Context: an optimization exercise on an open-source flow, tuned for small area, a short achievable clock period and few clock cycles. The choices shown serve that exercise and are no tape-out recipe. The RTL was checked by simulation tests, not by an equivalence proof against the original design. The flow treats the clock pin as an ideal source. Dropping or thinning the clock tree relies on that and would not hold on a real chip. No activity file was given, so power comes from the tool's default toggle rates.

// lcd_ctrl
module lcd_ctrl(clk, reset, datain, cmd, cmd_valid, dataout, output_valid, busy);
input           clk;
input           reset;
input   [7:0]   datain;
input   [2:0]   cmd;
input           cmd_valid;
output reg [7:0]   dataout;
output reg         output_valid;
output reg         busy;
localparam REFLASH     = 3'd0;
localparam LOAD_DATA   = 3'd1;
localparam SHIFT_RIGHT = 3'd2;
localparam SHIFT_LEFT  = 3'd3;
localparam SHIFT_UP    = 3'd4;
localparam SHIFT_DOWN  = 3'd5;
reg [7:0] ring [0:35];
reg       loading;       
reg       mv_r;          
reg       mr, ml, mu, md;  
reg [1:0] wa;            
reg [1:0] wb1, wb0;      
reg [1:0] row, col;      
reg       active;        
reg [1:0] jr, jc;        
reg [1:0] ra, rb;        
reg       pend;          
reg       lpend;         
reg       rdy;           
wire accept  = cmd_valid & rdy;
wire is_load = accept & (cmd == LOAD_DATA);
function [1:0] g(input [1:0] v);        
    g = v ^ (v >> 1);
endfunction
function [1:0] inc4(input [1:0] x);      
    inc4 = {x[0], ~x[1]};
endfunction
function [1:0] dec4(input [1:0] x);      
    dec4 = {~x[0], x[1]};
endfunction
function [1:0] inc3(input [1:0] x);      
    inc3 = {x[0], ~(x[1] | x[0])};
endfunction
function [1:0] dec3(input [1:0] x);      
    dec3 = {~(x[1] | x[0]), x[1]};
endfunction
wire acc_mv = accept & (cmd != LOAD_DATA);
wire mr_n = acc_mv & (cmd == SHIFT_RIGHT) & (col != g(2'd3));
wire ml_n = acc_mv & (cmd == SHIFT_LEFT)  & (col != g(2'd0));
wire mu_n = acc_mv & (cmd == SHIFT_UP)    & (row != g(2'd0));
wire md_n = acc_mv & (cmd == SHIFT_DOWN)  & (row != g(2'd3));
wire mv_n = mu | md;      
wire m0   = ~(mr | ml | mu | md);
wire       b0z = (wb0 == 2'd0);
wire [1:0] wb1_dec = dec3(wb1);
wire [1:0] wb1_inc = inc3(wb1);
wire [1:0] na  = ({2{m0}} & dec4(wa)) | ({2{mr}} & wa) |
                 ({2{ml}} & ~wa) | ({2{mv_n}} & inc4(wa));
wire [1:0] nb0 = ({2{mr}} & wb0) | ({2{ml}} & inc3(wb0)) |
                 ({2{~(mr | ml)}} & dec3(wb0));
wire [1:0] nb1 = ({2{m0}} & (b0z ? wb1_dec : wb1)) |
                 ({2{mr}} & wb1) |
                 ({2{ml}} & ((wb0 == 2'd2) ? wb1 : wb1_dec)) |
  ...
==> flow/config.mk <==
export PLATFORM = sky130hd
export DESIGN_NAME = lcd_ctrl
export DESIGN_NICKNAME = lcd_ctrl
export VERILOG_FILES = /design/flow/design.v
export SDC_FILE = /design/flow/constraint.sdc
export NUM_CORES = 4
export LEC_CHECK = 0
export ABC_CLOCK_PERIOD_IN_PS = 2000
export CAP_MARGIN = 20
export CORE_MARGIN = 2
export CORE_UTILIZATION = 60
export CTS_CLUSTER_DIAMETER = 100
export CTS_CLUSTER_SIZE = 30
export SETUP_SLACK_MARGIN = 2.7
export SLEW_MARGIN = 20
==> flow/constraint.sdc <==
create_clock -name core_clock -period 4.5 [get_ports {clk}]
set_input_delay 0.9000 -clock core_clock [delete_from_list [all_inputs] [get_ports {clk}]]
set_output_delay 0.9000 -clock core_clock [all_outputs]
set_load 0.01 [all_outputs]
standard.sh (not shown) runs the stock make flow with config.mk's settings and CLKGATE_MAP_FILE= SYNTH_SCRIPT=/design/flow/synth_recipe.tcl, a recipe that flattens the netlist after the stock synthesis.
==> flow/flow/run.sh <==
#!/bin/bash
# The standard layout (the standard.sh: standard synthesis, floorplan,
# placement, CTS, routing), with these changes:
#  - port buffers are buf_2 cells instead of the default delay-buffer choice;
#  - CTS clusters sinks 30 at a time within 100 um and adds no dummy loads;
#  - after CTS, the middle level of the clock tree is removed and the root
#    buffer is split in two, each driving half of the leaf clock buffers
#    from the middle of them (flatten_clock.tcl).
# Each tool's output goes to its own log in this folder.
set -euo pipefail
export BUFFER_PORTS_ARGS="-buffer_cell sky130_fd_sc_hd__buf_2"
export CTS_ARGS="-sink_clustering_enable -repair_clock_nets -sink_clustering_size 30 -sink_clustering_max_diameter 100 -dont_use_dummy_load"
bash standard.sh cts > standard_cts.log 2>&1
CTS_ODB=$PWD/orfs/results/sky130hd/lcd_ctrl/base/4_cts.odb \
  openroad -no_init -exit flow/flatten_clock.tcl > flatten_clock.log 2>&1
bash standard.sh > standard.log 2>&1
Other scripts of this flow, unchanged in this note and not shown: flow/flow/flatten_clock.tcl
The baseline went through all stages and came out clean.
Testbench counts at the start, summed over its fixed seeds: cycles 148,377.
Then changed:
--- a/flow/config.mk
+++ b/flow/config.mk
@@ -14 +14 @@
-export SETUP_SLACK_MARGIN = 2.7
+export SETUP_SLACK_MARGIN = 2.8
The changed run finished clean.
Wire length rose by 0.66%.
Global-route usage fell by 0.46 points.
Clock-buffer cell count stays the same.
Critical path depth fell by 3.
Maximum frequency rose by 0.97%.
Via count fell by 0.31%.
Final area rose by 1.8%.
Sequential power barely changes.
Area after synthesis does not change.
Then changed:
--- a/flow/config.mk
+++ b/flow/config.mk
@@ -14 +14 @@
-export SETUP_SLACK_MARGIN = 2.8
+export SETUP_SLACK_MARGIN = 2.85
=>
- maximum frequency hardly moves
- routed wire length increases by about 4.6%
- design area rose by about 1.1%
- synthesized cell count does not change
- global-route usage came out higher by 0.81 points
- area after synthesis is unchanged
- critical path depth does not change

[what the ideal ports hide]
In the flow no input, the clock included, has a driving cell. The finished layouts below were timed again as built, in two steps.
Step 1 assumes that a clkbuf_16 drives the clock port and a buf_2 every other input.
Step 2 adds t to the input delays and takes it off the output delays; t is the mean of the earliest and latest rising clock arrival at the registers after step 1. Input paths then give back, and output paths get back, about the clock's delay inside the block.
Slacks: ideal ports / drivers / drivers and shift; pairs: ideal ports / drivers.
run	t, ns	slack for setup (ns)	worst register clock-pin slew, ns
the first run	0.390	2.731 / 2.718 / 2.480	0.10 / 0.10
the second run	0.396	2.748 / 2.691 / 2.592	0.11 / 0.11
the third run	0.393	2.751 / 2.694 / 2.560	0.11 / 0.11
After both steps setup and hold are still met in every run listed. The setup slack of the first run, which loses most, moves by -0.013 ns with the drivers and by -0.251 ns with both steps.
